This is an optimization exercise on Yosys and OpenROAD, whose aim is small area, not a production implementation.
RTL that was checked went through simulation tests only; none was proved equivalent to the original.

// Cordic
module Cordic(clk,rst,phase_step,xin,yin,xout,yout);
input clk;
input rst;
input signed [31:0] phase_step;
input signed [15:0] xin,yin;
output signed [21:0] xout,yout;
reg [31:0] phase_acc;
wire [31:0] ap_s;
wire ap_c1;
FA ap_f0 (.a(phase_acc[0]), .b(phase_step[0]), .c(1'b0), .s(ap_s[0]), .co(ap_c1));
wire ap_c2;
FA ap_f1 (.a(phase_acc[1]), .b(phase_step[1]), .c(ap_c1), .s(ap_s[1]), .co(ap_c2));
wire ap_c3;
FA ap_f2 (.a(phase_acc[2]), .b(phase_step[2]), .c(ap_c2), .s(ap_s[2]), .co(ap_c3));
wire ap_c4;
FA ap_f3 (.a(phase_acc[3]), .b(phase_step[3]), .c(ap_c3), .s(ap_s[3]), .co(ap_c4));
wire ap_c5;
FA ap_f4 (.a(phase_acc[4]), .b(phase_step[4]), .c(ap_c4), .s(ap_s[4]), .co(ap_c5));
wire ap_z5;
wire ap_k6;
HA ap_h5 (.a(phase_acc[5]), .b(phase_step[5]), .s(ap_z5), .co(ap_k6));
wire ap_u6;
HA ap_hi5 (.a(ap_z5), .b(ap_c5), .s(ap_s[5]), .co(ap_u6));
wire ap_z6;
wire ap_k7;
FA ap_f6 (.a(phase_acc[6]), .b(phase_step[6]), .c(ap_k6), .s(ap_z6), .co(ap_k7));
wire ap_T6 = ap_z5;
wire ap_u7;
HA ap_hi6 (.a(ap_z6), .b(ap_u6), .s(ap_s[6]), .co(ap_u7));
wire ap_z7;
wire ap_k8;
FA ap_f7 (.a(phase_acc[7]), .b(phase_step[7]), .c(ap_k7), .s(ap_z7), .co(ap_k8));
wire ap_T7 = ap_T6 & ap_z6;
XO ap_x7 (.a(ap_z7), .b(ap_u7), .y(ap_s[7]));
wire ap_z8;
wire ap_k9;
FA ap_f8 (.a(phase_acc[8]), .b(phase_step[8]), .c(ap_k8), .s(ap_z8), .co(ap_k9));
wire ap_T8 = ap_T7 & ap_z7;
wire ap_u8 = ap_c5 & ap_T8;
wire ap_u9;
HA ap_hi8 (.a(ap_z8), .b(ap_u8), .s(ap_s[8]), .co(ap_u9));
wire ap_z9;
wire ap_k10;
FA ap_f9 (.a(phase_acc[9]), .b(phase_step[9]), .c(ap_k9), .s(ap_z9), .co(ap_k10));
wire ap_T9 = ap_T8 & ap_z8;
wire ap_u10;
HA ap_hi9 (.a(ap_z9), .b(ap_u9), .s(ap_s[9]), .co(ap_u10));
wire ap_z10;
wire ap_k11;
FA ap_f10 (.a(phase_acc[10]), .b(phase_step[10]), .c(ap_k10), .s(ap_z10), .co(ap_k11));
wire ap_T10 = ap_T9 & ap_z9;
XO ap_x10 (.a(ap_z10), .b(ap_u10), .y(ap_s[10]));
wire ap_bc1 = ap_k11 | (ap_c5 & ap_z5 & ap_z6 & ap_z7 & ap_z8 & ap_z9 & ap_z10);
wire ap_z11;
wire ap_k12;
HA ap_h11 (.a(phase_acc[11]), .b(phase_step[11]), .s(ap_z11), .co(ap_k12));
wire ap_u12;
HA ap_hi11 (.a(ap_z11), .b(ap_bc1), .s(ap_s[11]), .co(ap_u12));
wire ap_z12;
wire ap_k13;
FA ap_f12 (.a(phase_acc[12]), .b(phase_step[12]), .c(ap_k12), .s(ap_z12), .co(ap_k13));
  ...
==> flow/config.mk <==
export PLATFORM = sky130hd
export DESIGN_NAME = Cordic
export DESIGN_NICKNAME = Cordic
export VERILOG_FILES = /design/flow/design.v
export SDC_FILE = /design/flow/constraint.sdc
export NUM_CORES = 4
export LEC_CHECK = 0
export CAP_MARGIN = 20
export CORE_MARGIN = 2
export CORE_UTILIZATION = 70
export CTS_CLUSTER_DIAMETER = 90
export CTS_CLUSTER_SIZE = 30
export SLEW_MARGIN = 20
export SYNTH_HIERARCHICAL = 1
export SYNTH_MINIMUM_KEEP_SIZE = 0
==> flow/constraint.sdc <==
create_clock -name core_clock -period 5.0 [get_ports {clk}]
set_input_delay 1.0000 -clock core_clock [delete_from_list [all_inputs] [get_ports {clk}]]
set_output_delay 1.0000 -clock core_clock [all_outputs]
set_load 0.01 [all_outputs]
standard.sh (not shown) runs the stock make flow with config.mk's settings and CLKGATE_MAP_FILE= SYNTH_SCRIPT=/design/flow/synth_recipe.tcl, a recipe that flattens the netlist after the stock synthesis.
==> flow/flow/run.sh <==
#!/bin/bash
# The standard layout (the standard.sh, standard synthesis) with one change to how cells
# are sized: the synthesis buffers are removed at floorplan instead of running the
# floorplan-stage timing repair on the unplaced netlist. ORFS writes each step's full log
# under orfs/logs; make's own output goes to flow_make.log here.
set -euo pipefail
bash standard.sh REMOVE_ABC_BUFFERS=1 finish > flow_make.log 2>&1
The starting point passed the timing, design-rule and antenna checks.
Next try:
==> flow/run.sh (new file) <==
#!/bin/bash
# synth_recipe.tcl (not shown) runs the flow's synth.tcl, then flattens the netlist and writes it again
# the make line also repeats each setting of config.mk as NAME=value (left out here)
make -C /OpenROAD-flow-scripts/flow DESIGN_CONFIG=/design/flow/config.mk WORK_HOME=/design/flow/orfs CLKGATE_MAP_FILE= SYNTH_SCRIPT=/design/flow/synth_recipe.tcl finish
- CTS_CLUSTER_DIAMETER: 90 -> 80
- CTS_CLUSTER_SIZE: 30 -> 25
removed: flow/flow/run.sh
removed: flow/standard.sh
The changed run went through all stages and came out clean.
Clock skew barely changes.
Fmax stays flat.
Global-route usage stays flat.
Die area is unchanged.
Synthesized cell count stays the same.
Critical path depth fell by 2.
Next try:
- CTS_CLUSTER_DIAMETER: 80 -> 90
- CTS_CLUSTER_SIZE: 25 -> 30
What happened: Global-route usage is lower by 0.16 points. Design area came out lower by 0.46%. Setup slack is better by 0.020 ns. Final cell count is about the same. Wire length barely changes.

* * *

Cordic, a different RTL version from the one above (not shown whole).
For scale: ~6100 cells after synthesis, ~1400 flip-flops, roughly 110 I/O pins, roughly 77000 µm² of cells after synthesis.
Design Cordic, start of the top module:
module Cordic(clk,rst,phase_step,xin,yin,xout,yout);
input clk;
input rst;
input signed [31:0] phase_step;
input signed [15:0] xin,yin;
output signed [21:0] xout,yout;
reg [31:0] phase_acc;
always @(posedge clk) if (rst) phase_acc <= 32'd0; else phase_acc <= phase_acc + phase_step;
wire [15:0] nxin = -xin;
wire [15:0] nyin = -yin;
reg [21:0] X0, Y0;
reg [21:0] X1, Y1;
reg [21:0] X2, Y2;
reg [21:0] X3, Y3;
reg [21:0] X4, Y4;
reg [21:0] X5, Y5;
reg [21:0] X6, Y6;
reg [21:0] X7, Y7;
reg [21:0] X8, Y8;
reg [21:0] X9, Y9;
reg [21:0] X10, Y10;
reg [21:0] X11, Y11;
reg [21:0] X12, Y12;
reg [21:0] X13, Y13;
reg [21:0] X14, Y14;
reg [21:0] X15, Y15;
reg [21:0] X16, Y16;
reg [21:0] X17, Y17;
reg [21:0] X18, Y18;
reg [21:0] X19, Y19;
reg [21:0] X20, Y20;
reg [21:0] X21, Y21;
reg [30:0] Z0;
reg [29:0] Z1;
reg [29:0] Z2;
reg [28:0] Z3;
reg [27:0] Z4;
reg [26:0] Z5;
reg [25:0] Z6;
reg [24:0] Z7;
reg [23:0] Z8;
reg [22:0] Z9;
reg [21:0] Z10;
reg [20:0] Z11;
reg [19:0] Z12;
reg [18:0] Z13;
reg [17:0] Z14;
reg [16:0] Z15;
reg [15:0] Z16;
reg [14:0] Z17;
reg [13:0] Z18;
reg [12:0] Z19;
reg [11:0] Z20;
always @(posedge clk) begin
  case (phase_acc[31:30])
    2'b01: begin X0 <= {{6{nyin[15]}},nyin,5'd0}; Y0 <= {{6{xin[15]}},xin,5'd0}; end
    2'b10: begin X0 <= {{6{yin[15]}},yin,5'd0}; Y0 <= {{6{nxin[15]}},nxin,5'd0}; end
    default: begin X0 <= {{6{xin[15]}},xin,5'd0}; Y0 <= {{6{yin[15]}},yin,5'd0}; end
  endcase
  Z0 <= {phase_acc[31],phase_acc[29:0]};
end
wire d0 = Z0[30];
wire nd0 = ~d0;
wire [21:0] ax0_s;
assign ax0_s[4:0] = 5'd0;
wire ax0_c6;
FA ax0_f5 (.a(X0[5]), .b(~(Y0[5] ^ d0)), .c(nd0), .s(ax0_s[5]), .co(ax0_c6));
wire ax0_c7;
FA ax0_f6 (.a(X0[6]), .b(~(Y0[6] ^ d0)), .c(ax0_c6), .s(ax0_s[6]), .co(ax0_c7));
wire ax0_c8;
FA ax0_f7 (.a(X0[7]), .b(~(Y0[7] ^ d0)), .c(ax0_c7), .s(ax0_s[7]), .co(ax0_c8));
wire ax0_c9;
FA ax0_f8 (.a(X0[8]), .b(~(Y0[8] ^ d0)), .c(ax0_c8), .s(ax0_s[8]), .co(ax0_c9));
wire ax0_c10;
FA ax0_f9 (.a(X0[9]), .b(~(Y0[9] ^ d0)), .c(ax0_c9), .s(ax0_s[9]), .co(ax0_c10));
wire ax0_c11;
FA ax0_f10 (.a(X0[10]), .b(~(Y0[10] ^ d0)), .c(ax0_c10), .s(ax0_s[10]), .co(ax0_c11));
wire ax0_c12;
  ...
clock: 5.0 ns
lec_check: 0
cap_margin: 20
core_margin: 2
core_utilization: 40
cts_buf_list: sky130_fd_sc_hd__clkbuf_4 sky130_fd_sc_hd__clkbuf_8
cts_cluster_size: 40
slew_margin: 20
synth_hierarchical: 1
synth_minimum_keep_size: 0
run.sh (not shown) runs the stock make flow with config.mk's settings and CLKGATE_MAP_FILE= SYNTH_SCRIPT=/design/flow/synth_recipe.tcl, a recipe that flattens the netlist after the stock synthesis.
Stock flow here: none of the scripts above is used.
The first run went through all stages and came out clean.
Then changed:
- CORE_UTILIZATION: 40 -> 60
- CTS_BUF_LIST: sky130_fd_sc_hd__clkbuf_4 sky130_fd_sc_hd__clkbuf_8 -> default
- CTS_CLUSTER_DIAMETER: default -> 100
- CTS_CLUSTER_SIZE: 40 -> 30
After rerunning:
- cell area came out lower by a few percent
- die area came out lower by a quarter to a third
- routed wire length came out higher by a few percent
- worst setup slack gains 0.030 ns
- non-clock buffer count came out lower by 24
- global-route usage came out higher by 8.1 points
No run of this note included a check of the RTL's function; only the layout flow was run.

## what the ideal ports hide
Ports are ideal in the flow. The routed layouts listed here were re-timed in OpenROAD. Step 1 (the two cells are an assumption about what drives the block):
set clk [get_ports {clk}]
set_driving_cell -lib_cell sky130_fd_sc_hd__clkbuf_16 $clk
set_driving_cell -lib_cell sky130_fd_sc_hd__buf_2 [delete_from_list [all_inputs] $clk]
Step 2 also shifts input and output timing later by t, the mid clock arrival at the registers, as if the neighbouring blocks saw the same clock. Slacks: ideal / step 1 / step 2; pairs: ideal / step 1.
run | t, ns | setup WS [ns] | clock arrival spread, ns | cell pins on the clock port's net
the first run of note 1 | 0.758 | 0.132 / 0.132 / -0.554 | 0.024 / 0.024 | 1
the second run of note 1 | 0.720 | 0.128 / 0.128 / -0.521 | 0.026 / 0.025 | 1
the third run of note 1 | 0.768 | 0.148 / 0.148 / -0.540 | 0.035 / 0.034 | 1
the first run of note 2 | 1.010 | 0.123 / 0.123 / 0.123 | 0.093 / 0.093 | 1
the second run of note 2 | 0.768 | 0.153 / 0.153 / 0.153 | 0.032 / 0.032 | 1
With both steps, setup timing fails in the first run of note 1, the second run of note 1 and the third run of note 1, where it was met with ideal ports. The setup slack of the third run of note 1, which loses most, moves by 0.000 ns with the drivers and by -0.688 ns with both steps.
